This design comes from an exercise in tuning for small area, a short achievable clock period and few clock cycles per item on the open sky130 flow, not from production work. Function was checked by simulation only, so behaviour that the tests miss may differ from the original. Power is estimated from default activity; no workload was simulated.

==> job 8007: inputs <==
==> flow/design.v (excerpt) <==
module vector_mul_simple (
    input  logic               clk_i,
    input  logic               rst_ni,
    input  logic               in_valid_i,
    input  logic signed [31:0] in_a_i,
    input  logic signed [31:0] in_b_i,
    output logic               out_valid_o,
    output logic signed [63:0] out_result_o
);
  logic v1_q, v2_q, v3_q;
  always_ff @(posedge clk_i or negedge rst_ni) begin
    if (!rst_ni) begin
      v1_q <= 1'b0;
      v2_q <= 1'b0;
      v3_q <= 1'b0;
    end else begin
      v1_q <= in_valid_i;
      v2_q <= v1_q;
      v3_q <= v2_q;
    end
  end
  assign out_valid_o = v3_q;
  logic [15:0] n1, n2, neg, nneg;
  logic [31:0] b_q;
  always_ff @(posedge clk_i) b_q <= in_b_i;
  logic [15:0] n1_d, n2_d, neg_d;
  always_comb begin
    for (int i = 0; i < 16; i++) begin
      n1_d[i] = ~(in_a_i[2*i] ^ ((i == 0) ? 1'b0 : in_a_i[2*i-1]));
      n2_d[i] = ~((in_a_i[2*i+1] & ~in_a_i[2*i] & ~((i == 0) ? 1'b0 : in_a_i[2*i-1])) |
  ...
Settings: LEC_CHECK=0, CAP_MARGIN=20, CORE_MARGIN=2, CORE_UTILIZATION=40, SLEW_MARGIN=20, SYNTH_HIERARCHICAL=1, SYNTH_MINIMUM_KEEP_SIZE=0; clock period 8.0 ns.
run.sh (not shown) runs the stock make flow with config.mk's settings and CLKGATE_MAP_FILE= SYNTH_SCRIPT=/design/flow/synth_recipe.tcl, a recipe that flattens the netlist after the stock synthesis.
==> job 6615 (differences from job 8007) <==
--- a/flow/config.mk
+++ b/flow/config.mk
@@ -8,6 +8,7 @@
 export CAP_MARGIN = 20
 export CORE_MARGIN = 2
 export CORE_UTILIZATION = 40
+export SETUP_SLACK_MARGIN = 4.3
 export SLEW_MARGIN = 20
 export SYNTH_HIERARCHICAL = 1
 export SYNTH_MINIMUM_KEEP_SIZE = 0
==> qor summary <==
Register share of total power: job 6615 0.158; job 8007 0.162
Clock period minus final worst setup slack: job 6615 3.597 ns; job 8007 4.123 ns
Worst ir drop on vdd: job 6615 345.2 uV; job 8007 331.3 uV
Count of cells resized by post-cts repair: job 6615 15; job 8007 0
Global routing usage on met1: job 6615 0.3494; job 8007 0.3486
Part of the total power dissipated in combinational logic: job 6615 0.738; job 8007 0.731
Met3 routing resource usage after global routing: job 6615 0.08470; job 8007 0.08488
M1 WL: job 6615 39810 um; job 8007 40140 um
Length of routed met3 wiring: job 6615 11970 um; job 8007 11680 um
P per Cell Area: job 6615 540.8 nW/um2; job 8007 530.7 nW/um2
Share of cell area taken by multi-input logic gates: job 6615 0.6732; job 8007 0.6724
First-iteration detailed-routing DRC count: job 6615 2542; job 8007 2706
Internal: job 6615 0.008944 W; job 8007 0.008718 W
Final wirelength: job 6615 96000 um; job 8007 95940 um
First-pass GRT wire length: job 6615 145900 um; job 8007 145800 um
Crit path setup slack, layout: job 6615 4.403 ns; job 8007 3.877 ns
Run status: job 6615 no timing/DRC/antenna violations; job 8007 no timing/DRC/antenna violations
Combinational Power: job 6615 0.0131 W; job 8007 0.0127 W
Final cell count without fillers: job 6615 3732; job 8007 3729
Final Instance Area: job 6615 32840 um2; job 8007 32680 um2
Layout overhead on the synthesized area: job 6615 13.85%; job 8007 13.30%
Testbench counts of job 8007, summed over its fixed seeds: cycles 16,016, items 16,000.
Testbench counts of job 6615, summed over its fixed seeds: cycles 16,016, items 16,000.

* * *

==> v16: inputs <==
vector_mul_simple, a different RTL version from the one above (not shown whole).
Settings: LEC_CHECK=0, CAP_MARGIN=20, CORE_MARGIN=2, CORE_UTILIZATION=40, SETUP_SLACK_MARGIN=4.5, SLEW_MARGIN=20, SYNTH_HIERARCHICAL=1, SYNTH_MINIMUM_KEEP_SIZE=0; clock period 8.0 ns.
==> v35 (differences from v16) <==
==> flow/flow/run.sh (new file) <==
#!/bin/bash
# Layout flow: the standard ORFS flow (standard.sh, unchanged synthesis), except that the
# buffers placed on the input and output ports are sky130_fd_sc_hd__buf_2 instead of the
# resizer's default pick (clkdlybuf4s50_1, which is twice the area and slow).
set -euo pipefail
export BUFFER_PORTS_ARGS="-buffer_cell sky130_fd_sc_hd__buf_2"
bash standard.sh > standard.log 2>&1
==> flow/standard.sh (new file) <==
#!/bin/bash
# synth_recipe.tcl (not shown) runs the flow's synth.tcl, then flattens the netlist and writes it again
# the make line also repeats each setting of config.mk as NAME=value (left out here)
make -C /OpenROAD-flow-scripts/flow DESIGN_CONFIG=/design/flow/config.mk WORK_HOME=/design/flow/orfs CLKGATE_MAP_FILE= SYNTH_SCRIPT=/design/flow/synth_recipe.tcl "${@:-finish}"
- CORE_UTILIZATION: 40 -> 70
removed: flow/run.sh
==> v23 (differences from v16) <==
==> flow/flow/run.sh (new file) <==
#!/bin/bash
# Layout flow: the standard ORFS flow (standard.sh, unchanged synthesis), except that the
# buffers placed on the input and output ports are sky130_fd_sc_hd__buf_2 instead of the
# resizer's default pick (clkdlybuf4s50_1, which is twice the area and slow).
set -euo pipefail
export BUFFER_PORTS_ARGS="-buffer_cell sky130_fd_sc_hd__buf_2"
bash standard.sh > standard.log 2>&1
==> flow/standard.sh (new file) <==
#!/bin/bash
# synth_recipe.tcl (not shown) runs the flow's synth.tcl, then flattens the netlist and writes it again
# the make line also repeats each setting of config.mk as NAME=value (left out here)
make -C /OpenROAD-flow-scripts/flow DESIGN_CONFIG=/design/flow/config.mk WORK_HOME=/design/flow/orfs CLKGATE_MAP_FILE= SYNTH_SCRIPT=/design/flow/synth_recipe.tcl "${@:-finish}"
- CORE_UTILIZATION: 40 -> 55
removed: flow/run.sh
==> v4 (differences from v16) <==
- CTS_BUF_LIST: not set -> sky130_fd_sc_hd__clkbuf_8
- CTS_CLUSTER_SIZE: not set -> 30
- SETUP_SLACK_MARGIN: 4.5 -> 4.8
==> comparison table <==
quantity	v23	v16	v35	v4
Run status	finished clean	finished clean	finished clean	finished clean
Global-route met1 utilization	47.6%	33.2%	57.4%	33.1%
Transition time at the pin with the least slew margin	0.999 ns	0.978 ns	0.971 ns	0.829 ns
Horizontal die dimension	236 µm	277 µm	210 µm	277 µm
Total clock buffers created by CTS	39	39	36	56
Fillers	4,685	6,755	2,924	6,543
Nets@finish	3,349	3,355	3,369	3,428
Via count of the first global-routing pass	23.0k	23.1k	23.6k	23.7k
Crit path launch	b_q[4]	n1[7]	m1560	b_q[20]
Sequential group share of total power	17.4%	16.5%	16.1%	15.6%
Worst clock skew	0.0243 ns	0.0423 ns	0.0162 ns	0.0504 ns
Switching Fraction	50.1%	50.7%	50.6%	51.3%
Half-perimeter wire length after detailed placement	68.7 mm	71.5 mm	66.1 mm	71.5 mm
Area occupied by multi-input gates	21,600 µm²	21,700 µm²	21,700 µm²	22,800 µm²
Largest vdd supply drop	0.000262 V	0.000314 V	0.000430 V	0.000334 V
Clock latency of the later-clocked register in the worst-skew pair	0.58 ns	0.60 ns	0.56 ns	0.72 ns
Worst setup slack for register-to-register paths	4.55 ns	4.53 ns	4.49 ns	4.72 ns
Overall routed net length	96.9 mm	97.9 mm	95.2 mm	104 mm
Routed length on met2	40.9 mm	41.9 mm	39.7 mm	44.8 mm
Instance count after placement with tap cells included	3,336	3,606	3,196	3,606
Termination of the worst setup path	m1504	m1589	res_q[41]	m1589
Clock Buffer Count	48	50	43	64
Buffer and inverter count on the worst path	0	0	0	1
# resized after CTS	7	14	28	177
Worst reg2reg path depth	6	5	11	7
Net Sw Power	8.14 mW	8.66 mW	8.62 mW	9.28 mW
Testbench counts of v16, summed over its fixed seeds: cycles 16,016, items 16,000.
Testbench counts of v35, summed over its fixed seeds: cycles 16,016, items 16,000.
Testbench counts of v23, summed over its fixed seeds: cycles 16,016, items 16,000.
Testbench counts of v4, summed over its fixed seeds: cycles 16,016, items 16,000.

port drivers added, routing unchanged:
No port has a modelled driver above. Below, the same layouts with a new extraction and two added sets of constraints.
Step 1, drivers: a clkbuf_16 drives clk_i and a buf_2 each remaining input, both assumed.
Step 2, shift: input delay + t, output delay - t, t = (earliest + latest rising clock arrival at the registers) / 2. This alone moves slack from input paths to output paths.
a / b / c = ideal ports / drivers / drivers and shift; a / b = the first two.
run	t, ns	setup slack, ns	worst setup path at the end	worst register clock-pin slew, ns
job 8007	0.626	3.877 / 3.877 / 3.877	register to register	0.07 / 0.07
job 6615	0.625	4.403 / 4.403 / 4.403	register to register	0.07 / 0.07
v16	0.645	4.529 / 4.529 / 4.529	register to register	0.08 / 0.08
v35	0.613	4.491 / 4.491 / 4.491	register to register	0.06 / 0.06
v23	0.627	4.552 / 4.552 / 4.552	register to register	0.06 / 0.06
v4	0.746	4.717 / 4.717 / 4.717	register to register	0.08 / 0.08
After both steps setup and hold are still met in every run listed.
